This is an optimization exercise on Yosys and OpenROAD, whose aim is small area, a short achievable clock period and few clock cycles per item, not a production implementation. RTL that was checked went through simulation tests only; none was proved equivalent to the original. For runs 1 to 5, only the layout was checked, not whether the RTL still works.

==> flow/design.v <==
module gcd_coprocessor #( parameter W = 16 ) (
  input clk,
  input reset,
  input operands_val,
  input [W-1:0] operands_bits_A,
  input [W-1:0] operands_bits_B,
  output operands_rdy,
  output result_val,
  output [W-1:0] result_bits,
  input result_rdy
);
  reg [W-1:0] A, B;
  reg [3:0]   k;       
  reg         busy;
  wire [W-1:0] xab = A ^ B;
  wire eq   = ~|xab;
  wire kz   = (k == 4'd0);
  wire done = busy & eq & kz;
  assign result_val   = done;
  assign result_bits  = A;
  assign operands_rdy = ~busy | (done & result_rdy);
  wire load = operands_val & operands_rdy;
  wire both_even = ~A[0] & ~B[0];
  wire [W:0]   d = {1'b0, A} - {1'b0, B};
  wire         neg = d[W];
  wire [W-1:0] y = B[0] ? xab : B;        
  function [3:0] ctz(input [W-1:0] v);
    integer i;
    begin
      ctz = 4'd0;
      for (i = W - 1; i >= 0; i = i - 1)
        if (v[i]) ctz = i;
    end
  endfunction
  wire [3:0]   s = ctz(y);
  wire [W-1:0] f = d[W-1:0] ^ {W{neg}};   
  wire [W-1:0] g = B[0] ? f : B;
  wire [W-1:0] bodd = (g >> s) | {{(W-1){1'b0}}, 1'b1};
  wire swap = B[0] & (~A[0] | ~neg);
  always @(posedge clk or posedge reset) begin
    if (reset) begin
      busy <= 1'b0;
    end else if (load) begin
      busy <= 1'b1;
    end else if (done & result_rdy) begin
      busy <= 1'b0;
    end
  end
  always @(posedge clk) begin
    if (load) begin
      A <= operands_bits_A;
      B <= (operands_bits_B == {W{1'b0}}) ? operands_bits_A : operands_bits_B;
      k <= 4'd0;
    end else if (busy) begin
      if (eq) begin
        if (!kz) begin
          A <= A << 1;
          B <= B << 1;
          k <= k - 4'd1;
        end
      end else if (both_even) begin
        A <= A >> 1;
        B <= B >> 1;
        k <= k + 4'd1;
      end else begin
        if (swap) A <= B;
        B <= bodd;
      end
    end
  end
endmodule
==> flow/run.sh <==
#!/bin/bash
# synth_recipe.tcl (not shown) runs the flow's synth.tcl, then flattens the netlist and writes it again
# the make line also repeats each setting of config.mk as NAME=value (left out here)
make -C /OpenROAD-flow-scripts/flow DESIGN_CONFIG=/design/flow/config.mk WORK_HOME=/design/flow/orfs CLKGATE_MAP_FILE= SYNTH_SCRIPT=/design/flow/synth_recipe.tcl finish
==> flow/config.mk <==
export PLATFORM = sky130hd
export DESIGN_NAME = gcd_coprocessor
export DESIGN_NICKNAME = gcd_coprocessor
export VERILOG_FILES = /design/flow/design.v
export SDC_FILE = /design/flow/constraint.sdc
export NUM_CORES = 4
export LEC_CHECK = 0
export CAP_MARGIN = 20
export CELL_PAD_IN_SITES_DETAIL_PLACEMENT = 0
export CELL_PAD_IN_SITES_GLOBAL_PLACEMENT = 1
export CORE_AREA = 5 5 115 115
export DIE_AREA = 0 0 120 120
export PLACE_DENSITY = 0.5
export SETUP_SLACK_MARGIN = 1.0
export SLEW_MARGIN = 20
export TNS_END_PERCENT = 5
==> flow/constraint.sdc <==
create_clock -name core_clock -period 5.0 [get_ports {clk}]
set_input_delay 1.0000 -clock core_clock [delete_from_list [all_inputs] [get_ports {clk}]]
set_output_delay 1.0000 -clock core_clock [all_outputs]
set_load 0.01 [all_outputs]
==> results of run 1 <==
[cells in the mapped netlist, types with 10 or more instances]
| cell type | number |
|---|---|
| sky130_fd_sc_hd__a21oi_1 | 79 |
| sky130_fd_sc_hd__nor2_1 | 61 |
| sky130_fd_sc_hd__nand2_1 | 54 |
| sky130_fd_sc_hd__o21ai_0 | 40 |
| sky130_fd_sc_hd__edfxtp_1 | 32 |
| sky130_fd_sc_hd__clkbuf_1 | 29 |
| sky130_fd_sc_hd__inv_1 | 29 |
| sky130_fd_sc_hd__mux2i_1 | 25 |
| sky130_fd_sc_hd__ha_1 | 19 |
| sky130_fd_sc_hd__nor3_1 | 19 |
| sky130_fd_sc_hd__nand3_1 | 18 |
| sky130_fd_sc_hd__a211oi_1 | 17 |
| sky130_fd_sc_hd__a21o_1 | 12 |
| sky130_fd_sc_hd__and3_1 | 12 |
| sky130_fd_sc_hd__nand2b_1 | 12 |
| sky130_fd_sc_hd__a31oi_1 | 11 |
| sky130_fd_sc_hd__xnor2_1 | 11 |
| sky130_fd_sc_hd__xor2_1 | 10 |
[metal layers]
metal | vias up | track usage (%) | part of all wire (%)
met2 | 214 | 40.7 | 45
met4 | 0 | 11.0 | 3.9
met3 | 41 | 3.82 | 6.8
met5 | - | 0 | 0
met1 | 2503 | 34.2 | 44
li1 | 2506 | - | -
[metrics by stage]
step	instances	util (%)
after floorplan	641	-
after global placement	812	45.7
after detailed placement	812	45.7
after CTS	825	47.6
after global routing	834	49.2
final	834	49.2
[state kept, by name, indices dropped and copies added, names as in the netlist, named ones only]
register  count
A            16
busy          1
B            15
k             4
[cells by family (layout without fill, tap and decap cells)]
family,count (synthesis),after routing,synth area share [%]
XOR/XNOR,22,22,4.30
AND/OR/NAND/NOR,217,217,21.6
adder cells (fa/ha/maj),21,21,5.76
multiplexers,30,30,7.29
buffers and inverters,74,120,6.17
flip-flops,37,37,22.1
AO/OA/AOI/OAI,240,240,32.8
[area by class of cell]
type	instances	area, µm²
fill	1206	6080
clock inverter	2	10.0
sequential	37	1070
inverter	30	113
tap	147	184
clock buffer	6	129
timing repair buffer	82	764
multi-input combinational	530	3610
[worst max-delay path, stage by stage, from the launching register on]
cell and delay [ns]:
sky130_fd_sc_hd__edfxtp_1 0.52, sky130_fd_sc_hd__ha_2 0.50, sky130_fd_sc_hd__nand4_1 0.22, sky130_fd_sc_hd__nor2_2 0.18, sky130_fd_sc_hd__nand3_1 0.09, sky130_fd_sc_hd__buf_4 0.21
sky130_fd_sc_hd__inv_2 0.10, sky130_fd_sc_hd__nand3_1 0.07, sky130_fd_sc_hd__nand2_1 0.14, sky130_fd_sc_hd__clkdlybuf4s50_1 0.55
[worst min-delay path by stage]
stage / from / endpoint / slack (ns)
6_report: k[3] / k[3] / 0.49
5_1_grt: k[3] / k[3] / 0.53
4_1_cts: k[3] / k[3] / 0.49
3_5_place_dp: k[3] / k[3] / 0.48
3_3_place_gp: k[3] / k[3] / 0.48
2_1_floorplan: k[3] / k[3] / 0.46
[repair_timing]
action                     4_1_cts  5_1_grt
hold endpoints to repair         0        0
setup endpoints to repair       14       25
gates resized for setup         11       26
pin swaps                        2        2
buffers inserted                 5        9
==> run notes, run 1 <==
worst setup slack after layout 1.12 ns; initial antenna violation count 0; critical path required time 4.00 ns; clock tree from TritonCTS yes; routed len/inst 22.8 µm; total core area 12000 µm²; critical path launch point type flop; first-iteration detailed-routing DRC count 631; clock root buffer sky130_fd_sc_hd__clkbuf_16; net count of the finished layout 743; Post-Place Setup Slack 0.654 ns; wire length of the first global-routing pass 28600 µm; vias in the first global route 4970; Async SR Flop Fraction 2.70%; nets in the synthesized netlist 698; post-synthesis cell count 641; die area 14400 µm²; Crit Path Category reg2out; Area contributors post-synth sky130_fd_sc_hd__edfxtp_1 (20%), sky130_fd_sc_hd__a21oi_1 (8.2%), sky130_fd_sc_hd__mux2i_1 (5.2%); die height 120 µm; sort of element at the end of the critical path output pin; setup clock skew after layout 0.00379 ns; worst skew pair latency 0.28 ns; # Max-Cap Violations 0; vias per std cell 6.31; startpoint of the worst register-to-register path A[0]; most common cell after layout, fill and taps aside sky130_fd_sc_hd__a21oi_1; number of flip-flops and latches in the synthesized netlist 37; total number of H-tree levels 2; cts bufs inserted 5; portion of the post-synthesis area used by sequential elements 22.1%; largest area contributor in the netlist sky130_fd_sc_hd__edfxtp_1; Critical Path AT 2.88 ns; Bufs on Longest Clock Path 2; max-slew violation count 0; Syn. warnings 1; width of the chip 120 µm; Setup TNS 0 ns; clock period minus worst slack 3.88 ns; CTS Sinks 37; proportion of layout cells with a drive suffix above 1 11.9%; number of synthesized flops with an enable pin 32; setup repair after global routing missed its margin true; global router's overall resource usage 25.5%; most instantiated flip-flop cell in the synthesis netlist sky130_fd_sc_hd__edfxtp_1; capture point of the critical path operands_rdy; Hold WC Path Type reg2reg; proportion of netlist area held by the largest area contributor 19.9%; actual slew at the worst max-slew pin 0.740 ns; 1st-pass router iterations 5; tightest slew margin relative to the limit 50.7%; Reg2Reg Depth 12; Final Hold Vio Count 0; register clock-pin slew on the reported worst setup and hold paths 0.06 ns; cell depth of the worst hold path 2; largest fanout on the critical path 15; post-synthesis instance area 4820 µm²; syn avg cell area 7.53 µm²; worst hold margin 0.489 ns; instance area at placement 5470 µm²; GRT overflow 0; Reg2Reg Setup Slack 1.15 ns; Setup-failing EPs final 0; area delta synth->final 21.9%; # hold bufs at CTS 0; # diodes 0; pin count of the biggest net entering global routing 54; WL final 19000 µm; launch point of the worst path A[9]; fmax 258 MHz; std cell rows 40; # DRC 0; via total after detailed routing 5264; Tcrit/Tclk final 77.5%; antenna-violating nets left 0; most frequent cells in the layout sky130_fd_sc_hd__a21oi_1 (77), sky130_fd_sc_hd__nor2_1 (60), sky130_fd_sc_hd__nand2_1 (54); count of input and output buffers 53; final cell area excluding filler cells 5880 µm²; number of top-level pins 54; HPWL Detailed 14600 µm; effective utilization at floorplan 40.3%; count of different cell masters after synthesis 79; final RePlAce weighted congestion 0.880; status timing/DRC/antenna clean
==> inputs of run 2 (changes only) <==
--- a/flow/config.mk
+++ b/flow/config.mk
@@ -12,5 +12,5 @@
 export DIE_AREA = 0 0 120 120
 export PLACE_DENSITY = 0.5
-export SETUP_SLACK_MARGIN = 1.0
+export SETUP_SLACK_MARGIN = 0.5
 export SLEW_MARGIN = 20
 export TNS_END_PERCENT = 5
==> run notes, run 2 <==
status timing/DRC/antenna clean; first-iteration detailed-routing DRC count 578 (-8.4%); register name with the most flops A; clock tree from TritonCTS yes; clock period minus worst slack 4.24 ns (+0.360 ns); cell at the slowest stage of the critical path sky130_fd_sc_hd__edfxtp_1; launch point of the worst path B[10]; non-filler cells in the finished layout 820 (-1.7%); # DRC 0 (unchanged); portion of the post-synthesis area used by sequential elements 22.1% (unchanged); fmax 236 MHz (-8.5%); GRT overflow 0 (unchanged); most common cell after layout, fill and taps aside sky130_fd_sc_hd__a21oi_1; cts bufs inserted 5 (unchanged); worst path cell trace inv_1 -> ha_1 -> nand4_1 -> a21oi_1 -> o21ai_4 -> a31oi_4 -> xor3_1 -> mux4_2 -> a221o_1 -> o211a_1 -> o22ai_2; total core area 12000 µm² (unchanged); # hold bufs at CTS 0 (unchanged); largest stage delay on the critical path 0.57 ns (+0.02 ns); critical path required time 5.13 ns (+1.13 ns); number of top-level pins 54 (unchanged); actual slew at the worst max-slew pin 0.756 ns (+0.0156 ns); most instantiated flip-flop cell in the synthesis netlist sky130_fd_sc_hd__edfxtp_1; 1st-pass router iterations 5 (unchanged); worst skew pair latency 0.28 ns (about the same); CP Buf/Inv Count 1 (-2); count of input and output buffers 53 (unchanged); Syn. warnings 1 (unchanged); count of different cell masters after synthesis 79 (unchanged); die area 14400 µm² (unchanged); proportion of netlist area held by the largest area contributor 19.9% (unchanged); Async SR Flop Fraction 2.70% (unchanged); max-slew violation count 0 (unchanged); vias per std cell 6.37 (+0.90%); total number of H-tree levels 2 (unchanged); effective utilization at floorplan 40.3% (unchanged); startpoint of the lowest-slack hold path k[3]; via total after detailed routing 5222 (-0.80%); WL final 18800 µm (-1.2%); category of cells accounting for the largest share of critical-path delay compound AO/OA/AOI/OAI gates; number of flip-flops and latches in the synthesized netlist 37 (unchanged); net count of the finished layout 729 (-1.9%); most repeated cell in the gate-level netlist after synthesis sky130_fd_sc_hd__a21oi_1; post-synthesis instance area 4820 µm² (unchanged); # diodes 0 (unchanged); proportion of layout cells with a drive suffix above 1 7.13% (-4.8 points); pin count of the biggest net entering global routing 54 (unchanged); share of the core filled with cells in the final layout 46.9% (-2.2 points); largest fanout on the critical path 10 (-5); placed cells 812 (unchanged); most frequent cells in the layout sky130_fd_sc_hd__a21oi_1 (79), sky130_fd_sc_hd__nor2_1 (61), sky130_fd_sc_hd__nand2_1 (54); Area contributors post-synth sky130_fd_sc_hd__edfxtp_1 (20%), sky130_fd_sc_hd__a21oi_1 (8.2%), sky130_fd_sc_hd__mux2i_1 (5.2%); syn avg cell area 7.53 µm² (unchanged); antenna-violating nets left 0 (unchanged); vias in the first global route 4929 (-0.82%); initial antenna violation count 0 (unchanged); die height 120 µm (unchanged); startpoint of the worst register-to-register path B[10]; Final Hold Vio Count 0 (unchanged); largest area contributor in the netlist sky130_fd_sc_hd__edfxtp_1; clock root buffer sky130_fd_sc_hd__clkbuf_16; global router's overall resource usage 25.3% (-0.19 points); # Max-Cap Violations 0 (unchanged); Tcrit/Tclk final 84.7% (+7.2 points); critical path launch point type flop; setup repair after global routing missed its margin false; register clock-pin slew on the reported worst setup and hold paths 0.06 ns (about the same); tightest slew margin relative to the limit 49.5% (-1.2 points); Setup TNS 0 ns (unchanged); Crit Path Category reg2reg; post-synthesis cell count 641 (unchanged); sort of element at the end of the critical path flop; width of the chip 120 µm (unchanged); nets in the synthesized netlist 698 (unchanged); Bufs on Longest Clock Path 2 (unchanged); area delta synth->final 16.4%; Hold WC Path Type reg2reg; Setup-failing EPs final 0 (unchanged); wire length of the first global-routing pass 28400 µm (-0.63%); Regs by FF count A (16), B (15), k (4); routed len/inst 22.9 µm (+0.44%); number of synthesized flops with an enable pin 32 (unchanged); flip-flop count of the largest register, all copies and words added 16 (unchanged); std cell rows 40 (unchanged); final RePlAce weighted congestion 0.880 (unchanged); HPWL Detailed 14600 µm (unchanged); setup clock skew after layout 0.00340 ns (-0.000385 ns); CTS Sinks 37 (unchanged); commonest cells in the netlist sky130_fd_sc_hd__a21oi_1 (79), sky130_fd_sc_hd__nor2_1 (61), sky130_fd_sc_hd__nand2_1 (54), sky130_fd_sc_hd__o21ai_0 (40), sky130_fd_sc_hd__edfxtp_1 (32); Critical Path AT 4.37 ns (+1.49 ns)
[run 2: cell counts after synthesis]
No cell type changed its count.
[run 2: final cells by class]
| type | count | area [µm²] |
|---|---|---|
| clock buffer | 6 | 129 |
| timing repair buffer | 68 | 643 |
| fill | 1230 | 6350 |
| sequential | 37 | 1070 |
| inverter | 30 | 113 |
| tap | 147 | 184 |
| multi-input combinational | 530 | 3470 |
| clock inverter | 2 | 10.0 |
[run 2: timing repair]
item	4_1_cts	5_1_grt
gates resized for setup	0	3
endpoints found under the setup margin	0	1
buffers inserted	0	0
[run 2: final timing paths]
path / to / slack (ns) / cells past startpoint
setup reg to reg: flop / 0.76 / 11
min in group asynchronous: busy / 0.86 / 2
hold reg to reg: k[3] / 0.49 / 2
setup / recovery: flop / 0.76 / 11
max in group asynchronous: busy / 4.05 / 2
hold / removal: k[3] / 0.49 / 2
[run 2: logic make-up (layout without fill, tap and decap cells)]
family                     count (synthesis)  in the layout  synth area share [%]
muxes                                     30             30                  7.29
adders and majority gates                 21             21                  5.76
AOI/OAI and AO/OA                        240            240                  32.8
buffers and inverters                     74            106                  6.17
xor gates and xnor gates                  22             22                  4.30
and+or+nand+nor                          217            217                  21.6
DFF                                       37             37                  22.1
[run 2: worst reg2reg max path: stages (launching register included)]
cell	delay, ns
sky130_fd_sc_hd__edfxtp_1	0.57
sky130_fd_sc_hd__inv_1	0.11
sky130_fd_sc_hd__ha_1	0.48
sky130_fd_sc_hd__nand4_1	0.33
sky130_fd_sc_hd__a21oi_1	0.32
sky130_fd_sc_hd__o21ai_4	0.16
sky130_fd_sc_hd__a31oi_4	0.41
sky130_fd_sc_hd__xor3_1	0.44
sky130_fd_sc_hd__mux4_2	0.54
sky130_fd_sc_hd__a221o_1	0.37
sky130_fd_sc_hd__o211a_1	0.25
sky130_fd_sc_hd__o22ai_2	0.10
[run 2: stage by stage]
stage | instance area, µm² | setup slack (ns) | hold slack, ns
floorplan | 4820 | 1.00 | 0.458
global placement | 5470 | 0.779 | 0.475
detailed placement | 5470 | 0.654 | 0.483
CTS | 5610 | 0.625 | 0.491
global route | 5610 | 0.557 | 0.528
finish | 5610 | 0.763 | 0.490
[run 2: layer usage]
| metal | up-vias | wire [µm] | GRT usage, % |
|---|---|---|---|
| met5 | - | 0 | 0 |
| met4 | 0 | 792 | 10.9 |
| met3 | 45 | 1100 | 3.06 |
| met2 | 208 | 8470 | 40.6 |
| met1 | 2496 | 8440 | 34.3 |
| li1 | 2473 | - | - |
==> inputs of run 3 (changes only) <==
--- a/flow/design.v
+++ b/flow/design.v
@@ -33,9 +33,12 @@
     end
   endfunction
-  wire [3:0]   s = ctz(y);
+  wire [3:0]   tz = ctz(y);
+  wire         big = tz[3];
+  wire [2:0]   s = big ? 3'd7 : tz[2:0];
   wire [W-1:0] f = d[W-1:0] ^ {W{neg}};   
   wire [W-1:0] g = B[0] ? f : B;
-  wire [W-1:0] bodd = (g >> s) | {{(W-1){1'b0}}, 1'b1};
-  wire swap = B[0] & (~A[0] | ~neg);
+  wire [W-1:0] bodd = (g >> s) | {{(W-1){1'b0}}, B[0] & neg};
+  wire         flip = B[0] & A[0] & neg & big;
+  wire swap = B[0] & (~A[0] | ~neg | big);
   always @(posedge clk or posedge reset) begin
     if (reset) begin
@@ -65,5 +68,5 @@
       end else begin
         if (swap) A <= B;
-        B <= bodd;
+        B <= flip ? A : bodd;
       end
     end
--- a/flow/config.mk
+++ b/flow/config.mk
@@ -12,5 +12,5 @@
 export DIE_AREA = 0 0 120 120
 export PLACE_DENSITY = 0.5
-export SETUP_SLACK_MARGIN = 0.5
+export SETUP_SLACK_MARGIN = 1.0
 export SLEW_MARGIN = 20
 export TNS_END_PERCENT = 5
==> run notes, run 3 <==
worst hold margin 0.536 ns (+0.0463 ns); Post-Place Setup Slack 0.897 ns (+0.243 ns); area delta synth->final 19.5%; pin count of the biggest net entering global routing 32 (-41%); met1 track utilization from global routing 39.9% (+5.6 points); count of input and output buffers 53 (unchanged); instance area at placement 5590 µm² (+2.3%); die height 120 µm (unchanged); routed len/inst 25.2 µm (+9.8%); Hold WC Path Type reg2reg; syn avg cell area 7.60 µm² (+0.92%); tightest slew margin relative to the limit 45.5% (-4.0 points); number of synthesized flops with an enable pin 32 (unchanged); Regs by FF count A (16), B (16), k (4); Final Hold Vio Count 0 (unchanged); Crit Path Category reg2out; GRT met2 Usage 43.4% (+2.8 points); net count of the finished layout 745 (+2.2%); CTS Sinks 37 (unchanged); # hold bufs at CTS 0 (unchanged); GRT overflow 0 (unchanged); proportion of netlist area held by the largest area contributor 19.5% (-0.42 points); total core area 12000 µm² (unchanged); number of flip-flops and latches in the synthesized netlist 37 (unchanged); nets in the synthesized netlist 708 (+1.4%); Setup TNS 0 ns (unchanged); std cell rows 40 (unchanged); cts bufs inserted 5 (unchanged); portion of the post-synthesis area used by sequential elements 21.6% (-0.47 points); effective utilization at floorplan 41.2% (+0.88 points); # diodes 0 (unchanged); width of the chip 120 µm (unchanged); actual slew at the worst max-slew pin 0.817 ns (+0.0612 ns); post-synthesis cell count 649 (+1.2%); most repeated cell in the gate-level netlist after synthesis sky130_fd_sc_hd__nand2_1; largest fanout on the critical path 10 (unchanged); largest area contributor in the netlist sky130_fd_sc_hd__edfxtp_1; vias in the first global route 5276 (+7.0%); met3 routing resource usage after global routing 6.36% (+3.3 points); Bufs on Longest Clock Path 2 (unchanged); setup clock skew after layout 0.00833 ns (+0.00493 ns); WL final 21000 µm (+12%); # DRC 0 (unchanged); share of the core filled with cells in the final layout 49.3% (+2.3 points); sort of element at the end of the critical path output pin; critical path launch point type flop; final cell area excluding filler cells 5890 µm² (+5.0%); Critical Path AT 2.94 ns (-1.43 ns); launch point of the worst path B[8]; most common cell after layout, fill and taps aside sky130_fd_sc_hd__nand2_1; register clock-pin slew on the reported worst setup and hold paths 0.06 ns (about the same); Syn. warnings 1 (unchanged); global route hottest layer met2; wire length of the first global-routing pass 31800 µm (+12%); final RePlAce weighted congestion 0.976 (+11%); Tcrit/Tclk final 78.7% (-6.0 points); max-slew violation count 0 (unchanged); total number of H-tree levels 2 (unchanged); via total after detailed routing 5627 (+7.8%); non-filler cells in the finished layout 834 (+1.7%); clock period minus worst slack 3.94 ns (-0.301 ns); initial antenna violation count 0 (unchanged); placed cells 817 (+0.62%); global router's overall resource usage 28.8% (+3.5 points); 1st-pass router iterations 5 (unchanged); Area contributors post-synth sky130_fd_sc_hd__edfxtp_1 (19%), sky130_fd_sc_hd__ha_1 (5.3%), sky130_fd_sc_hd__nand2_1 (5.0%); clock tree from TritonCTS yes; number of top-level pins 54 (unchanged); antenna-violating nets left 0 (unchanged); worst skew pair latency 0.30 ns (+0.02 ns); first-iteration detailed-routing DRC count 740 (+28%); clock root buffer sky130_fd_sc_hd__clkbuf_16; most instantiated flip-flop cell in the synthesis netlist sky130_fd_sc_hd__edfxtp_1; Async SR Flop Fraction 2.70% (unchanged); fmax 254 MHz (+7.6%); die area 14400 µm² (unchanged); post-synthesis instance area 4930 µm² (+2.2%); most frequent cells in the layout sky130_fd_sc_hd__nand2_1 (65), sky130_fd_sc_hd__clkdlybuf4s50_1 (53), sky130_fd_sc_hd__nor2_1 (49); count of different cell masters after synthesis 79 (unchanged); startpoint of the lowest-slack hold path k[3]; status timing/DRC/antenna clean; HPWL Detailed 16000 µm (+9.5%); vias per std cell 6.75 (+5.9%); setup repair after global routing missed its margin true; Setup-failing EPs final 0 (unchanged); commonest cells in the netlist sky130_fd_sc_hd__nand2_1 (66), sky130_fd_sc_hd__nor2_1 (49), sky130_fd_sc_hd__a21oi_1 (48), sky130_fd_sc_hd__o21ai_0 (38), sky130_fd_sc_hd__clkbuf_1 (36); # Max-Cap Violations 0 (unchanged); critical path required time 4.00 ns (-1.13 ns); startpoint of the worst register-to-register path A[0]; worst setup slack after layout 1.06 ns (+0.301 ns); proportion of layout cells with a drive suffix above 1 9.75% (+2.6 points)
run 3: cell count changes in the layout (fill, tap and decap cells not counted), sizes merged, moves of 10 or more:
cell,delta
a21oi,-33
a221o,+11
buf,+11
mux2i,-13
nand2,+13
nand3,+12
nor2,-14
o211ai,+10
run 3: repair_timing:
item                                    4_1_cts  5_1_grt
resized for setup                             3       12
buffers inserted                              0        9
endpoints found under the setup margin        9       33
pin swaps                                     0        2
gates cloned                                  0        0
run 3: kinds of logic (layout without fill, tap and decap cells):
family                   after synthesis  in the layout  synth area share (%)
adder cells (fa/ha/maj)               23             23                  6.14
AND/OR/NAND/NOR                      224            224                  22.4
buffers and inverters                 84            122                  6.73
XOR/XNOR                              20             20                  3.55
flip-flops                            37             37                  21.6
multiplexers                          17             17                  4.04
AO/OA/AOI/OAI                        244            244                  35.6
run 3: final timing paths:
path                       cells after the start  slack [ns]    endpoint
setup / recovery                               7        1.06  result_val
hold / removal                                 2        0.54        k[3]
setup reg to reg                              14        1.07        B[6]
hold reg to reg                                2        0.54        k[3]
max in group asynchronous                      2        4.07        busy
min in group asynchronous                      2        0.84        busy
run 3: per-layer routing:
layer	up-vias	routed length [µm]
li1	2576	-
met3	48	1990
met2	327	9310
met4	0	632
met1	2676	9070
met5	-	0
run 3: critical path: stages (launching register included):
cell and delay (ns):
sky130_fd_sc_hd__edfxtp_1 0.47, sky130_fd_sc_hd__inv_1 0.12, sky130_fd_sc_hd__ha_1 0.52, sky130_fd_sc_hd__and4_1 0.32, sky130_fd_sc_hd__and2_1 0.26, sky130_fd_sc_hd__and3_1 0.25, sky130_fd_sc_hd__and3_1 0.17, sky130_fd_sc_hd__clkdlybuf4s50_1 0.53
run 3: area by class of cell:
class	instances	area, µm²
Clock buffer	5	125
Clock inverter	3	43.8
Fill cell	1187	6070
Inverter	35	131
Multi-Input combinational cell	528	3620
Sequential cell	37	1070
Tap cell	147	184
Timing Repair Buffer	79	726
==> inputs of run 4 (changes only) <==
==> flow/design.v (replaced) <==
module gcd_coprocessor #( parameter W = 16 ) (
  input clk,
  input reset,
  input operands_val,
  input [W-1:0] operands_bits_A,
  input [W-1:0] operands_bits_B,
  output operands_rdy,
  output result_val,
  output [W-1:0] result_bits,
  input result_rdy
);
  function [3:0] ctz(input [W-1:0] v);
    integer i;
    begin
      ctz = 4'd0;
      for (i = W - 1; i >= 0; i = i - 1)
        if (v[i]) ctz = i;
    end
  endfunction
  reg [W-1:0] A, B;
  reg [3:0]   k;       
  reg         fin;     
  reg         busy;
  wire [W-1:0] xab = A ^ B;
  wire eq   = ~|xab;
  wire bz   = ~|B;
  wire kz   = (k == 4'd0);
  wire stop = eq | fin;
  wire done = busy & stop & kz;
  assign result_val   = done;
  assign result_bits  = A;
  assign operands_rdy = ~busy | (done & result_rdy);
  wire load = operands_val & operands_rdy;
  wire both_even = ~A[0] & ~B[0];
  wire         sub = B[0] | bz;
  wire [W:0]   d = {1'b0, A} - {1'b0, B};
  wire         neg = d[W];
  wire [W-1:0] y = sub ? xab : B;         
  wire [3:0]   s = both_even ? 4'd1 : ctz(y);
  wire [W-1:0] f = d[W-1:0] ^ {W{neg}};   
  wire [W-1:0] g = sub ? f : B;
  wire [W-1:0] bnext = (g >> s) | {{(W-1){1'b0}}, sub & neg};
  wire swap = B[0] & (~A[0] | ~neg);
  always @(posedge clk or posedge reset) begin
    if (reset) begin
      busy <= 1'b0;
    end else if (load) begin
      busy <= 1'b1;
    end else if (done & result_rdy) begin
      busy <= 1'b0;
    end
  end
  always @(posedge clk) begin
    if (load) begin
      A   <= operands_bits_A;
      B   <= operands_bits_B;
      k   <= 4'd0;
      fin <= 1'b0;
    end else if (busy) begin
      if (stop) begin
        if (!kz) begin
          A   <= A << 1;
          k   <= k - 4'd1;
          fin <= 1'b1;
        end
      end else begin
        if (both_even) begin
          A <= A >> 1;
          k <= k + 4'd1;
        end else if (swap) begin
          A <= B;
        end
        B <= bnext;
      end
    end
  end
endmodule
==> run notes, run 4 <==
1st-pass router iterations 5 (unchanged); register clock-pin slew on the reported worst setup and hold paths 0.06 ns (about the same); nets in the synthesized netlist 653 (-7.8%); Hold WC Path Type reg2reg; die area 14400 µm² (unchanged); largest stage delay on the critical path 0.50 ns (-0.03 ns); width of the chip 120 µm (unchanged); syn avg cell area 7.77 µm² (+2.3%); placed cells 764 (-6.5%); post-synthesis instance area 4630 µm² (-6.1%); critical path required time 5.13 ns (+1.13 ns); total number of H-tree levels 2 (unchanged); proportion of layout cells with a drive suffix above 1 14.7% (+4.9 points); commonest cells in the netlist sky130_fd_sc_hd__nand2_1 (71), sky130_fd_sc_hd__nor2_1 (60), sky130_fd_sc_hd__o21ai_0 (59), sky130_fd_sc_hd__a21oi_1 (35), sky130_fd_sc_hd__edfxtp_1 (32); vias per std cell 6.14 (-9.1%); most instantiated flip-flop cell in the synthesis netlist sky130_fd_sc_hd__edfxtp_1; Area contributors post-synth sky130_fd_sc_hd__edfxtp_1 (21%), sky130_fd_sc_hd__o21ai_0 (6.4%), sky130_fd_sc_hd__nand2_1 (5.8%); clock tree from TritonCTS yes; worst path cell trace ha_1 -> fa_1 -> nor2b_2 -> o31a_1 -> buf_4 -> o211a_1 -> nor2_4 -> buf_4 -> xnor2_1 -> a211oi_1 -> nor3_1 -> a311oi_1 -> a21o_1 -> o311a_1; critical path launch point type flop; area delta synth->final 23.9%; GRT overflow 0 (unchanged); pin count of the biggest net entering global routing 38 (+19%); Setup TNS 0 ns (unchanged); number of flip-flops and latches in the synthesized netlist 38 (+2.7%); terminus of the critical flop-to-flop path B[3]; count of input and output buffers 53 (unchanged); Reg2Reg Setup Slack 1.06 ns (about the same); # fillers 1230 (+3.6%); largest fanout on the critical path 6 (-4); Syn. warnings 1 (unchanged); # diodes 0 (unchanged); HPWL Detailed 13000 µm (-19%); fmax 254 MHz (about the same); net count of the finished layout 711 (-4.6%); status timing/DRC/antenna clean; most common cell after layout, fill and taps aside sky130_fd_sc_hd__nand2_1; first-iteration detailed-routing DRC count 414 (-44%); effective utilization at floorplan 38.7% (-2.5 points); wire length of the first global-routing pass 26400 µm (-17%); Post-Place Setup Slack 0.545 ns (-0.351 ns); non-filler cells in the finished layout 802 (-3.8%); Crit path top cell by count sky130_fd_sc_hd__buf_4; Async SR Flop Fraction 2.63% (-0.071 points); number of top-level pins 54 (unchanged); portion of the post-synthesis area used by sequential elements 23.5% (+1.8 points); Regs by FF count A (16), B (16), k (4); # Max-Cap Violations 0 (unchanged); sort of element at the end of the critical path flop; CTS Sinks 38 (+2.7%); detailed-routed wire length on met3 1090 µm (-45%); launch point of the worst path B[0]; max-slew violation count 0 (unchanged); global router's overall resource usage 23.2% (-5.6 points); Setup-failing EPs final 0 (unchanged); routed len/inst 21.3 µm (-15%); final RePlAce weighted congestion 0.932 (-4.5%); vias in the first global route 4713 (-11%); antenna-violating nets left 0 (unchanged); Crit Path Category reg2reg; # DRC 0 (unchanged); most repeated cell in the gate-level netlist after synthesis sky130_fd_sc_hd__nand2_1; cell at the slowest stage of the critical path sky130_fd_sc_hd__edfxtp_1; WL final 17100 µm (-19%); share of the core filled with cells in the final layout 47.9% (-1.3 points); startpoint of the worst register-to-register path B[0]; initial antenna violation count 0 (unchanged); count of different cell masters after synthesis 86 (+8.9%); Bufs on Longest Clock Path 2 (unchanged); post-synthesis cell count 596 (-8.2%); Critical Path AT 4.07 ns (+1.13 ns); via total after detailed routing 4921 (-13%); clock period minus worst slack 3.94 ns (+0.000970 ns); clock root buffer sky130_fd_sc_hd__clkbuf_16; total core area 12000 µm² (unchanged); Final Hold Vio Count 0 (unchanged); detailed-route wire length on metal 1 7770 µm (-14%); tightest slew margin relative to the limit 61.2% (+16 points); die height 120 µm (unchanged); actual slew at the worst max-slew pin 0.577 ns (-0.239 ns); proportion of netlist area held by the largest area contributor 20.8% (+1.3 points); capture point of the critical path B[3]; worst skew pair latency 0.29 ns (about the same); std cell rows 40 (unchanged); Tcrit/Tclk final 78.7% (about the same); Reg2Reg Depth 14 (unchanged); cts bufs inserted 5 (unchanged); number of synthesized flops with an enable pin 32 (unchanged); highest metal layer with signal wires met4; worst setup slack after layout 1.06 ns (-0.000970 ns); DR WL met2 7810 µm (-16%); setup clock skew after layout 0.00650 ns (-0.00183 ns); final cell area excluding filler cells 5740 µm² (-2.7%); instance area at placement 5220 µm² (-6.7%); largest area contributor in the netlist sky130_fd_sc_hd__edfxtp_1; most frequent cells in the layout sky130_fd_sc_hd__nand2_1 (70), sky130_fd_sc_hd__nor2_1 (60), sky130_fd_sc_hd__o21ai_0 (57); setup repair after global routing missed its margin true
[run 4: cell types whose count changed in the layout (fill, tap and decap cells not counted), moves of 5 or more]
cell	change
sky130_fd_sc_hd__nand2_1	+5
sky130_fd_sc_hd__nor2_1	+11
sky130_fd_sc_hd__and3_1	-5
sky130_fd_sc_hd__nor4_1	-5
sky130_fd_sc_hd__nand3_1	-20
sky130_fd_sc_hd__buf_4	+11
sky130_fd_sc_hd__a21oi_1	-14
sky130_fd_sc_hd__o21ai_0	+19
sky130_fd_sc_hd__a211oi_1	-10
sky130_fd_sc_hd__ha_1	-7
sky130_fd_sc_hd__a221o_1	-10
[run 4: stage by stage]
step                hold slack, ns
finish                       0.521
global route                 0.576
CTS                          0.527
detailed placement           0.508
global placement             0.502
floorplan                    0.471
[run 4: critical path, delay by kind of cell, from the launching register on]
kind / cells / cell delay (ns)
compound gates: 6 / 1.70
buf+inv: 2 / 0.32
fa+ha+maj: 2 / 0.70
xor+xnor: 1 / 0.15
simple gates: 3 / 0.39
flops: 1 / 0.50
[run 4: final cells by class]
| class | count | area, µm² | area share [%] |
|---|---|---|---|
| Timing Repair Buffer | 90 | 808 | 14.1 |
| Clock buffer | 8 | 168 | 2.92 |
| Tap cell | 147 | 184 | 3.21 |
| Sequential cell | 38 | 1090 | 18.9 |
| Inverter | 32 | 120 | 2.09 |
| Multi-Input combinational cell | 487 | 3370 | 58.7 |
[run 4: cells by family (layout without fill, tap and decap cells)]
kind of cell | after synthesis | after routing | share of synthesized area (%)
AO/OA/AOI/OAI | 217 | 218 | 33.5
AND/OR/NAND/NOR | 211 | 211 | 22.5
buffers and inverters | 72 | 130 | 6.84
flip-flops | 38 | 38 | 23.5
adder cells (fa/ha/maj) | 21 | 21 | 6.00
XOR/XNOR | 21 | 21 | 3.97
multiplexers | 16 | 16 | 3.78
[run 4: how the worst min path moves through the flow]
stage,from,end,slack (ns),depth (start not counted)
floorplan,k[3],k[3],0.47,2
global placement,k[3],k[3],0.50,2
detailed placement,k[3],k[3],0.51,2
CTS,k[3],k[3],0.53,2
global route,k[2],k[2],0.58,2
finish,k[3],k[3],0.52,2
[run 4: repair_timing]
action | 4_1_cts | 5_1_grt
setup buffers | 2 | 27
gates cloned | 0 | 1
pin swaps | 0 | 5
gates resized for setup | 6 | 23
setup endpoints to repair | 18 | 16
hold buffers | 0 | 0
[run 4: metal layers]
| metal | vias up | track usage (%) |
|---|---|---|
| li1 | 2359 | - |
| met3 | 33 | 4.38 |
| met4 | 0 | 7.52 |
| met2 | 189 | 36.6 |
| met5 | - | 0 |
| met1 | 2340 | 31.9 |
==> inputs of run 5 (changes only) <==
==> flow/flow/run.sh (new file) <==
#!/bin/bash
# The standard layout (the standard.sh on all ORFS steps), with the port
# buffers that global placement inserts made the smallest buffer cell
# (sky130_fd_sc_hd__buf_1) instead of the delay buffer buffer_ports picks by
# itself. Every input and output port still gets its own buffer.
set -euo pipefail
export BUFFER_PORTS_ARGS="-buffer_cell sky130_fd_sc_hd__buf_1"
bash standard.sh > run_standard.log 2>&1
==> flow/standard.sh (new file) <==
#!/bin/bash
# synth_recipe.tcl (not shown) runs the flow's synth.tcl, then flattens the netlist and writes it again
# the make line also repeats each setting of config.mk as NAME=value (left out here)
make -C /OpenROAD-flow-scripts/flow DESIGN_CONFIG=/design/flow/config.mk WORK_HOME=/design/flow/orfs CLKGATE_MAP_FILE= SYNTH_SCRIPT=/design/flow/synth_recipe.tcl "${@:-finish}"
removed: flow/run.sh
==> run notes, run 5 <==
status timing/DRC/antenna clean; Setup TNS 0 ns (unchanged); tightest slew margin relative to the limit 41.5% (-20 points); portion of netlist area occupied by mux cells 3.78% (unchanged); proportion of netlist area held by the largest area contributor 20.8% (unchanged); WL final 16800 µm (-2.1%); number of synthesized flops with an enable pin 32 (unchanged); critical path required time 5.13 ns (about the same); width of the chip 120 µm (unchanged); post-synthesis instance area 4630 µm² (unchanged); Syn. warnings 1 (unchanged); most common cell after layout, fill and taps aside sky130_fd_sc_hd__nand2_1; # hold bufs at CTS 0 (unchanged); HPWL Detailed 12900 µm (-0.87%); # diodes 0 (unchanged); antenna-violating nets left 0 (unchanged); Crit Path Category reg2reg; total number of H-tree levels 2 (unchanged); die area 14400 µm² (unchanged); setup clock skew after layout 0.0121 ns (+0.00559 ns); worst skew pair latency 0.30 ns (about the same); Reg2Reg Depth 12 (-2); final RePlAce weighted congestion 0.925 (-0.68%); most repeated cell in the gate-level netlist after synthesis sky130_fd_sc_hd__nand2_1; share of the core filled with cells in the final layout 43.1% (-4.9 points); most instantiated flip-flop cell in the synthesis netlist sky130_fd_sc_hd__edfxtp_1; syn avg cell area 7.77 µm² (unchanged); pin count of the biggest net entering global routing 52 (+37%); net count of the finished layout 691 (-2.8%); area delta synth->final 11.3%; 1st-pass router iterations 5 (unchanged); Bufs on Longest Clock Path 2 (unchanged); Final Hold Vio Count 0 (unchanged); std cell rows 40 (unchanged); most frequent cells in the layout sky130_fd_sc_hd__nand2_1 (70), sky130_fd_sc_hd__nor2_1 (59), sky130_fd_sc_hd__o21ai_0 (58); Reg2Reg Setup Slack 1.11 ns (+0.04 ns); count of different cell masters after synthesis 86 (unchanged); initial antenna violation count 0 (unchanged); largest area contributor in the netlist sky130_fd_sc_hd__edfxtp_1; share of the synthesized area in compound gates (AO/OA/AOI/OAI) 33.5% (unchanged); launch point of the worst path B[14]; clock tree from TritonCTS yes; critical path launch point type flop; adder and majority gate portion of the synthesized area 6.00% (unchanged); portion of the post-synthesis area used by sequential elements 23.5% (unchanged); Area contributors post-synth sky130_fd_sc_hd__edfxtp_1 (21%), sky130_fd_sc_hd__o21ai_0 (6.4%), sky130_fd_sc_hd__nand2_1 (5.8%); die height 120 µm (unchanged); XOR/XNOR Fraction of Synth Area 3.97% (unchanged); proportion of layout cells with a drive suffix above 1 10.1% (-4.6 points); Hold WC Path Type in2async; total core area 12000 µm² (unchanged); via total after detailed routing 4798 (-2.5%); Setup-failing EPs final 0 (unchanged); vias per std cell 6.14 (about the same); largest family of logic cells by synthesized area compound AO/OA/AOI/OAI gates; commonest cells in the netlist sky130_fd_sc_hd__nand2_1 (71), sky130_fd_sc_hd__nor2_1 (60), sky130_fd_sc_hd__o21ai_0 (59), sky130_fd_sc_hd__a21oi_1 (35), sky130_fd_sc_hd__edfxtp_1 (32); cts bufs inserted 5 (unchanged); number of flip-flops and latches in the synthesized netlist 38 (unchanged); global router's overall resource usage 22.8% (-0.37 points); first-iteration detailed-routing DRC count 508 (+23%); effective utilization at floorplan 38.7% (unchanged); nets in the synthesized netlist 653 (unchanged); startpoint of the worst register-to-register path B[14]; Regs by FF count A (16), B (16), k (4); Critical Path AT 4.02 ns (-0.05 ns); clock period minus worst slack 3.89 ns (-0.0440 ns); Synth Area in Simple Gates 22.5% (unchanged); Async SR Flop Fraction 2.63% (unchanged); GRT overflow 0 (unchanged); # Max-Cap Violations 0 (unchanged); post-synthesis cell count 596 (unchanged); terminus of the critical flop-to-flop path B[6]; CTS Sinks 38 (unchanged); number of top-level pins 54 (unchanged); Tcrit/Tclk final 77.9% (-0.88 points); largest fanout on the critical path 19 (+13); count of input and output buffers 53 (unchanged); setup repair after global routing missed its margin true; clock root buffer sky130_fd_sc_hd__clkbuf_16; wire length of the first global-routing pass 25600 µm (-2.9%); # DRC 0 (unchanged); sort of element at the end of the critical path flop; max-slew violation count 0 (unchanged); routed len/inst 21.4 µm (+0.44%); Post-Place Setup Slack 0.481 ns (-0.0648 ns); register clock-pin slew on the reported worst setup and hold paths 0.06 ns (about the same); fmax 257 MHz (+1.1%); worst setup slack after layout 1.11 ns (+0.0440 ns); vias in the first global route 4419 (-6.2%); actual slew at the worst max-slew pin 0.878 ns (+0.300 ns)
run 5: repair_timing:
item | in CTS | in global routing
gates resized for setup | 4 | 8
setup buffers | 0 | 9
pin swaps | 0 | 2
endpoints found under the setup margin | 16 | 10
run 5: kinds of logic after synthesis:
family,Yosys count
buffers and inverters,72
xor gates and xnor gates,21
adders and majority gates,21
muxes,16
AOI/OAI and AO/OA,217
and+or+nand+nor,211
DFF,38
run 5: worst max-delay path, cell delays in order (launching register included):
cell	delay [ns]
sky130_fd_sc_hd__edfxtp_1	0.44
sky130_fd_sc_hd__inv_1	0.15
sky130_fd_sc_hd__ha_1	0.52
sky130_fd_sc_hd__nand2b_1	0.13
sky130_fd_sc_hd__a311oi_1	0.31
sky130_fd_sc_hd__o221ai_1	0.19
sky130_fd_sc_hd__a211oi_2	0.40
sky130_fd_sc_hd__nand2b_4	0.35
sky130_fd_sc_hd__nand2_1	0.12
sky130_fd_sc_hd__o221a_2	0.37
sky130_fd_sc_hd__o21ai_0	0.46
sky130_fd_sc_hd__a221oi_1	0.17
sky130_fd_sc_hd__o31ai_1	0.11
run 5: area by class of cell:
| type | instances | area (µm²) |
|---|---|---|
| Fill cell | 1259 | 6810 |
| Multi-Input combinational cell | 486 | 3280 |
| Sequential cell | 38 | 1090 |
| Timing Repair Buffer | 71 | 334 |
| Tap cell | 147 | 184 |
| Clock buffer | 7 | 143 |
| Inverter | 32 | 120 |
| Clock inverter | 1 | 5.00 |
run 5: worst max path at each step:
| stage | depth (start not counted) | slack (ns) | end |
|---|---|---|---|
| floorplan | 9 | 1.48 | A[0] |
| global placement | 12 | 0.36 | B[5] |
| detailed placement | 12 | 0.48 | B[5] |
| CTS | 12 | 1.04 | B[0] |
| global route | 12 | 0.94 | B[8] |
| finish | 12 | 1.11 | B[6] |
run 5: stage by stage:
stage          cells  hold slack, ns  cell area, µm²
2_1_floorplan    596           0.471            4630
3_3_place_gp     765           0.502            4890
3_5_place_dp     765           0.511            4890
4_1_cts          773           0.488            5060
5_1_grt          782           0.495            5150
6_report         782           0.494            5150
run 5: metal layers:
| metal | track usage, % | share of wire (%) | vias up |
|---|---|---|---|
| li1 | - | - | 2319 |
| met1 | 31.4 | 46 | 2254 |
| met2 | 36.8 | 46 | 200 |
| met3 | 3.58 | 6.0 | 25 |
| met4 | 6.87 | 2.5 | 0 |
| met5 | 0 | 0 | - |
==> inputs of run 6 (changes only) <==
--- a/flow/design.v
+++ b/flow/design.v
@@ -51,8 +51,18 @@
     end
   end
+  wire a_load = load;
+  wire a_shl  = ~load & busy & stop & ~kz;
+  wire a_shr  = ~load & busy & ~stop & both_even;
+  wire a_swp  = ~load & busy & ~stop & ~both_even & swap;
+  wire a_hold = ~(a_load | a_shl | a_shr | a_swp);
+  wire b_new  = ~load & busy & ~stop;
+  wire b_hold = ~(load | b_new);
+  wire [W-1:0] anext = ({W{a_load}} & operands_bits_A) | ({W{a_shl}} & (A << 1))
+                     | ({W{a_shr}} & (A >> 1)) | ({W{a_swp}} & B) | ({W{a_hold}} & A);
+  wire [W-1:0] bnext2 = ({W{load}} & operands_bits_B) | ({W{b_new}} & bnext) | ({W{b_hold}} & B);
   always @(posedge clk) begin
+    A <= anext;
+    B <= bnext2;
     if (load) begin
-      A   <= operands_bits_A;
-      B   <= operands_bits_B;
       k   <= 4'd0;
       fin <= 1'b0;
@@ -60,16 +70,9 @@
       if (stop) begin
         if (!kz) begin
-          A   <= A << 1;
           k   <= k - 4'd1;
           fin <= 1'b1;
         end
-      end else begin
-        if (both_even) begin
-          A <= A >> 1;
-          k <= k + 4'd1;
-        end else if (swap) begin
-          A <= B;
-        end
-        B <= bnext;
+      end else if (both_even) begin
+        k <= k + 4'd1;
       end
     end
--- a/flow/flow/run.sh
+++ b/flow/flow/run.sh
@@ -6,3 +6,4 @@
 set -euo pipefail
 export BUFFER_PORTS_ARGS="-buffer_cell sky130_fd_sc_hd__buf_1"
+export RECOVER_POWER=100
 bash standard.sh > run_standard.log 2>&1
==> run notes, run 6 <==
area delta synth->final 14.2%; WL final 16700 µm (-0.16%); status timing/DRC/antenna clean; CTS Sinks 38 (unchanged); # hold bufs at CTS 0 (unchanged); Regs by FF count A (16), B (16), k (4); most repeated cell in the gate-level netlist after synthesis sky130_fd_sc_hd__nand2_1; Tcrit/Tclk final 87.1% (+9.3 points); effective utilization at floorplan 35.8% (-2.9 points); net count of the finished layout 673 (-2.6%); number of top-level pins 54 (unchanged); die height 120 µm (unchanged); via total after detailed routing 4727 (-1.5%); total number of H-tree levels 2 (unchanged); Reg2Reg Setup Slack 0.79 ns (-0.32 ns); portion of the post-synthesis area used by sequential elements 17.9% (-5.6 points); # diodes 0 (unchanged); # fillers 1285 (+2.1%); FF/Latch Area 766 µm² (-29%); nets in the synthesized netlist 621 (-4.9%); clock tree from TritonCTS yes; cts bufs inserted 5 (unchanged); Area contributors post-synth sky130_fd_sc_hd__dfxtp_1 (17%), sky130_fd_sc_hd__nand2_1 (6.0%), sky130_fd_sc_hd__mux2i_1 (5.6%); first-iteration detailed-routing DRC count 518 (+2.0%); tightest slew margin relative to the limit 43.1% (+1.6 points); met3 routing resource usage after global routing 4.48% (+0.90 points); Async SR Flop Fraction 2.63% (unchanged); GRT met2 Usage 35.1% (-1.7 points); proportion of netlist area held by the largest area contributor 17.3% (-3.5 points); post-synthesis instance area 4290 µm² (-7.5%); Final Hold Vio Count 0 (unchanged); most common cell after layout, fill and taps aside sky130_fd_sc_hd__nand2_1; setup repair after global routing missed its margin true; portion of netlist area occupied by mux cells 7.53% (+3.8 points); Setup TNS 0 ns (unchanged); worst path cell trace clkinv_1 -> ha_1 -> nand4b_1 -> o41ai_1 -> nand3_1 -> nand2_1 -> buf_1; most instantiated flip-flop cell in the synthesis netlist sky130_fd_sc_hd__dfxtp_1; # DRC 0 (unchanged); Crit Path Category reg2out; Critical Path AT 3.36 ns (-0.66 ns); count of input and output buffers 53 (unchanged); antenna-violating nets left 0 (unchanged); largest family of logic cells by synthesized area compound AO/OA/AOI/OAI gates; met1 track utilization from global routing 32.0% (+0.52 points); Syn. warnings 1 (unchanged); die area 14400 µm² (unchanged); worst skew pair latency 0.30 ns (about the same); final RePlAce weighted congestion 0.901 (-2.6%); XOR/XNOR Fraction of Synth Area 4.50% (+0.52 points); total core area 12000 µm² (unchanged); 1st-pass router iterations 7 (+2); setup clock skew after layout 0.0111 ns (-0.000964 ns); Hold WC Path Type reg2reg; largest fanout on the critical path 15 (-4); std cell rows 40 (unchanged); global router's overall resource usage 22.8% (about the same); wire length of the first global-routing pass 25900 µm (+1.2%); Bufs on Longest Clock Path 2 (unchanged); count of different cell masters after synthesis 79 (-8.1%); category of cells accounting for the largest share of critical-path delay flip-flops; max-slew violation count 0 (unchanged); initial antenna violation count 0 (unchanged); proportion of layout cells with a drive suffix above 1 9.72% (-0.35 points); post-synthesis cell count 564 (-5.4%); share of the synthesized area in compound gates (AO/OA/AOI/OAI) 30.9% (-2.6 points); vias in the first global route 4510 (+2.1%); commonest cells in the netlist sky130_fd_sc_hd__nand2_1 (68), sky130_fd_sc_hd__dfxtp_1 (37), sky130_fd_sc_hd__a21oi_1 (31), sky130_fd_sc_hd__nor2_1 (29), sky130_fd_sc_hd__inv_1 (28); register clock-pin slew on the reported worst setup and hold paths 0.06 ns (about the same); number of flip-flops and latches in the synthesized netlist 38 (unchanged); Synth Area in Simple Gates 25.5% (+3.0 points); routed len/inst 21.9 µm (+2.2%); number of synthesized flops with an enable pin 0 (-100%); most frequent cells in the layout sky130_fd_sc_hd__nand2_1 (68), sky130_fd_sc_hd__buf_1 (53), sky130_fd_sc_hd__dfxtp_1 (37); largest area contributor in the netlist sky130_fd_sc_hd__dfxtp_1; pin count of the biggest net entering global routing 26 (-50%); clock period minus worst slack 4.36 ns (+0.463 ns); area of combinational cells with multiple inputs 3260 µm² (-0.80%); largest stage delay on the critical path 0.71 ns (+0.19 ns); width of the chip 120 µm (unchanged); global route hottest layer met2; CP Buf/Inv Count 2 (+1); syn avg cell area 7.60 µm² (-2.2%); GRT overflow 0 (unchanged); sort of element at the end of the critical path output pin; HPWL Detailed 13000 µm (+1.3%); critical path required time 4.00 ns (-1.13 ns); share of the core filled with cells in the final layout 40.9% (-2.2 points); Setup-failing EPs final 0 (unchanged); # Max-Cap Violations 0 (unchanged); vias per std cell 6.19 (+0.84%); critical path launch point type flop; fmax 230 MHz (-11%); actual slew at the worst max-slew pin 0.853 ns (-0.0244 ns); cell at the slowest stage of the critical path sky130_fd_sc_hd__dfxtp_1; adder and majority gate portion of the synthesized area 6.48% (+0.48 points); clock root buffer sky130_fd_sc_hd__clkbuf_16
-- run 6: changes by cell type after synthesis, moves of 6 or more --
cell                       before  now
sky130_fd_sc_hd__a211o_1        0    6
sky130_fd_sc_hd__a222oi_1       0   15
sky130_fd_sc_hd__and3_1         1   16
sky130_fd_sc_hd__dfxtp_1        5   37
sky130_fd_sc_hd__edfxtp_1      32    0
sky130_fd_sc_hd__mux2i_1       13   24
sky130_fd_sc_hd__nand3_1        9   25
sky130_fd_sc_hd__nor2_1        60   29
sky130_fd_sc_hd__o211ai_1      21    8
sky130_fd_sc_hd__o21ai_0       59   24
-- run 6: final timing paths --
kind,start,endpoint,cells past startpoint
worst max-delay path,B[0],operands_rdy,7
worst min-delay path,fin,fin,2
worst max register to register,B[0],B[3],12
worst min register to register,fin,fin,2
max in group asynchronous,reset,busy,2
min in group asynchronous,reset,busy,2
-- run 6: cells by family after synthesis --
logic type	Yosys count
flip-flops	38
adder cells (fa/ha/maj)	21
buffers and inverters	66
AND/OR/NAND/NOR	212
multiplexers	31
XOR/XNOR	22
AO/OA/AOI/OAI	174
-- run 6: timing repair --
| action | 4_1_cts | 5_1_grt |
|---|---|---|
| setup buffers | 1 | 7 |
| endpoints found under the setup margin | 28 | 13 |
| gates cloned | 0 | 1 |
| pin swaps | 1 | 3 |
| gates resized for setup | 3 | 6 |
-- run 6: area by class of cell --
class,count,share of cell area (%)
timing repair buffer,81,8.28
sequential,38,15.6
inverter,29,2.22
tap,147,3.76
multi-input combinational,461,66.6
clock buffer,7,2.91
clock inverter,1,0.614
-- run 6: routing by layer --
| metal | share of wire (%) | vias to the layer above |
|---|---|---|
| met2 | 45 | 180 |
| li1 | - | 2266 |
| met3 | 6.1 | 34 |
| met1 | 47 | 2247 |
| met5 | 0 | - |
| met4 | 2.5 | 0 |
-- run 6: worst min-delay path: stages (launching register included) --
cell and delay [ns]:
sky130_fd_sc_hd__dfxtp_1 0.31, sky130_fd_sc_hd__inv_1 0.07, sky130_fd_sc_hd__o22ai_1 0.06
-- run 6: metrics by stage --
step / hold WS (ns) / setup slack [ns] / instance area [µm²] / cells
5_1_grt: 0.505 / 0.505 / 4890 / 764
6_report: 0.488 / 0.644 / 4890 / 764
3_3_place_gp: 0.478 / 0.731 / 4650 / 747
2_1_floorplan: 0.458 / 1.71 / 4290 / 564
3_5_place_dp: 0.493 / 0.712 / 4650 / 747
4_1_cts: 0.496 / 1.00 / 4850 / 756
Testbench counts of run 6, summed over its fixed seeds: cycles 6,282, items 512.
==> inputs of run 7 (changes only) <==
--- a/flow/flow/run.sh
+++ b/flow/flow/run.sh
@@ -6,4 +6,3 @@
 set -euo pipefail
 export BUFFER_PORTS_ARGS="-buffer_cell sky130_fd_sc_hd__buf_1"
-export RECOVER_POWER=100
 bash standard.sh > run_standard.log 2>&1
==> run notes, run 7 <==
Tcrit/Tclk final 78.3% (-8.8 points); worst setup slack after layout 1.08 ns (+0.439 ns); actual slew at the worst max-slew pin 0.828 ns (-0.0256 ns); placed cells 747 (unchanged); Reg2Reg Setup Slack 1.13 ns (+0.34 ns); Setup TNS 0 ns (unchanged); number of top-level pins 54 (unchanged); portion of the post-synthesis area used by sequential elements 17.9% (unchanged); die height 120 µm (unchanged); register clock-pin slew on the reported worst setup and hold paths 0.06 ns (about the same); commonest cells in the netlist sky130_fd_sc_hd__nand2_1 (68), sky130_fd_sc_hd__dfxtp_1 (37), sky130_fd_sc_hd__a21oi_1 (31), sky130_fd_sc_hd__nor2_1 (29), sky130_fd_sc_hd__inv_1 (28); number of synthesized flops with an enable pin 0 (unchanged); # DRC 0 (unchanged); Async SR Flop Fraction 2.63% (unchanged); Crit Path Category reg2out; total core area 12000 µm² (unchanged); nets in the synthesized netlist 621 (unchanged); terminus of the critical flop-to-flop path B[3]; Syn. warnings 1 (unchanged); instance area at placement 4650 µm² (unchanged); antenna-violating nets left 0 (unchanged); clock period minus worst slack 3.92 ns (-0.439 ns); most common cell after layout, fill and taps aside sky130_fd_sc_hd__nand2_1; # Max-Cap Violations 0 (unchanged); count of input and output buffers 53 (unchanged); largest fanout on the critical path 15 (unchanged); area delta synth->final 15.1%; Regs by FF count A (16), B (16), k (4); 1st-pass router iterations 6 (-1); most instantiated flip-flop cell in the synthesis netlist sky130_fd_sc_hd__dfxtp_1; proportion of netlist area held by the largest area contributor 17.3% (unchanged); GRT overflow 0 (unchanged); max-slew violation count 0 (unchanged); routed len/inst 21.8 µm (-0.31%); Hold WC Path Type in2async; Area contributors post-synth sky130_fd_sc_hd__dfxtp_1 (17%), sky130_fd_sc_hd__nand2_1 (6.0%), sky130_fd_sc_hd__mux2i_1 (5.6%); cts bufs inserted 5 (unchanged); total number of H-tree levels 2 (unchanged); startpoint of the worst register-to-register path B[0]; Post-Place Setup Slack 0.712 ns (unchanged); Setup-failing EPs final 0 (unchanged); clock tree from TritonCTS yes; Critical Path AT 2.92 ns (-0.44 ns); worst skew pair latency 0.30 ns (about the same); HPWL Detailed 13000 µm (unchanged); effective utilization at floorplan 35.8% (unchanged); area of combinational cells with multiple inputs 3290 µm² (+1.0%); clock root buffer sky130_fd_sc_hd__clkbuf_16; post-synthesis cell count 564 (unchanged); tightest slew margin relative to the limit 44.1% (+1.0 points); WL final 16700 µm (-0.31%); global router's overall resource usage 22.8% (unchanged); via total after detailed routing 4732 (+0.11%); std cell rows 40 (unchanged); die area 14400 µm² (unchanged); status timing/DRC/antenna clean; largest area contributor in the netlist sky130_fd_sc_hd__dfxtp_1; most repeated cell in the gate-level netlist after synthesis sky130_fd_sc_hd__nand2_1; initial antenna violation count 0 (unchanged); setup repair after global routing missed its margin true; net count of the finished layout 673 (unchanged); non-filler cells in the finished layout 764 (unchanged); vias in the first global route 4510 (unchanged); fmax 255 MHz (+11%); Final Hold Vio Count 0 (unchanged); post-synthesis instance area 4290 µm² (unchanged); setup clock skew after layout 0.00974 ns (-0.00138 ns); CTS Sinks 38 (unchanged); worst hold margin 0.499 ns (+0.0102 ns); # diodes 0 (unchanged); most frequent cells in the layout sky130_fd_sc_hd__nand2_1 (68), sky130_fd_sc_hd__buf_1 (53), sky130_fd_sc_hd__dfxtp_1 (36); first-iteration detailed-routing DRC count 468 (-9.7%); width of the chip 120 µm (unchanged); sort of element at the end of the critical path output pin; final cell area excluding filler cells 4930 µm² (+0.77%); Reg2Reg Depth 13 (+1); wire length of the first global-routing pass 25900 µm (unchanged); critical path required time 4.00 ns (about the same); FF/Latch Area 767 µm² (+0.16%); syn avg cell area 7.60 µm² (unchanged); # fillers 1278 (-0.54%); number of flip-flops and latches in the synthesized netlist 38 (unchanged); Bufs on Longest Clock Path 2 (unchanged); final RePlAce weighted congestion 0.901 (unchanged); vias per std cell 6.19 (+0.11%); critical path launch point type flop; count of different cell masters after synthesis 79 (unchanged); proportion of layout cells with a drive suffix above 1 10.9% (+1.1 points); # hold bufs at CTS 0 (unchanged); pin count of the biggest net entering global routing 26 (unchanged)
[run 7: cell counts after synthesis]
No cell type changed its count.
[run 7: metal layers]
layer	global-route usage, %	vias to the layer above	part of all wire (%)
met5	0	-	0
met4	7.37	0	2.2
met3	4.48	24	6.5
met2	35.1	176	45
met1	32.0	2264	46
li1	-	2268	-
[run 7: cell type report]
cell class	instances	share of cell area [%]
inverter	29	2.21
tap	147	3.73
multi-input combinational	461	66.7
clock buffer	7	2.89
clock inverter	1	0.609
sequential	38	15.6
timing repair buffer	81	8.30
[run 7: how the worst max path moves through the flow]
stage	startpoint	end	slack (ns)	cells after the start
3_3_place_gp	B[0]	B[3]	0.73	13
2_1_floorplan	A[0]	B[3]	1.71	15
5_1_grt	B[0]	B[3]	0.96	13
3_5_place_dp	B[0]	B[3]	0.71	13
6_report	B[0]	operands_rdy	1.08	7
4_1_cts	B[0]	B[3]	1.0	13
[run 7: what timing repair did]
action | CTS | global route
cloned | 0 | 1
gates resized for setup | 3 | 6
setup endpoints to repair | 28 | 13
pin swaps | 1 | 3
hold endpoints to repair | 0 | 0
setup buffers | 1 | 7
[run 7: logic make-up after synthesis]
kind of cell    share of synthesized area (%)
mux                                      7.53
fa+ha+maj                                6.48
simple gates                             25.5
xor+xnor                                 4.50
compound gates                           30.9
buf+inv                                  7.24
flops                                    17.9
[run 7: worst max-delay path, stage by stage, from the launching register on]
cell	delay, ns
sky130_fd_sc_hd__dfxtp_2	0.52
sky130_fd_sc_hd__clkinv_1	0.33
sky130_fd_sc_hd__ha_1	0.47
sky130_fd_sc_hd__nand4b_1	0.42
sky130_fd_sc_hd__o41ai_4	0.50
sky130_fd_sc_hd__nand3_1	0.11
sky130_fd_sc_hd__nand2_1	0.11
sky130_fd_sc_hd__buf_1	0.15
[run 7: stage by stage]
step	utilization [%]
after floorplan	-
after global placement	38.9
after detailed placement	38.9
after CTS	40.5
after global routing	41.2
final	41.2

## port drivers added, routing unchanged
The results above use ideal ports. As a check the final layouts listed here were re-extracted and re-timed, cells and wires unchanged.
Step 1 (the two cells are an assumption about what drives the block):
set clk [get_ports {clk}]
set_driving_cell -lib_cell sky130_fd_sc_hd__clkbuf_16 $clk
set_driving_cell -lib_cell sky130_fd_sc_hd__buf_2 [delete_from_list [all_inputs] $clk]
Step 2, shift: input delay + t, output delay - t, t = (earliest + latest rising clock arrival at the registers) / 2. This alone moves slack from input paths to output paths.
a / b / c = no drivers / after step 1 / after step 2; a / b = the first two.
| run | shift t [ns] | slack for setup (ns) | worst setup path after step 2 | clock arrival spread, ns | worst slew at a driven data input, ns |
|---|---|---|---|---|---|
| run 1 | 0.316 | 1.123 / 1.089 / 1.155 | register to register | 0.004 / 0.004 | 0.06 |
| run 2 | 0.316 | 0.763 / 0.736 / 0.763 | register to register | 0.004 / 0.003 | 0.06 |
| run 3 | 0.343 | 1.064 / 1.021 / 1.068 | register to register | 0.009 / 0.009 | 0.04 |
| run 4 | 0.320 | 1.064 / 1.064 / 1.064 | register to register | 0.006 / 0.006 | 0.04 |
| run 5 | 0.333 | 1.107 / 1.107 / 1.107 | register to register | 0.012 / 0.012 | 0.03 |
| run 6 | 0.334 | 0.644 / 0.602 / 0.786 | register to register | 0.011 / 0.011 | 0.03 |
| run 7 | 0.335 | 1.084 / 1.041 / 1.126 | register to register | 0.010 / 0.010 | 0.03 |
After both steps every run listed still meets setup and hold.
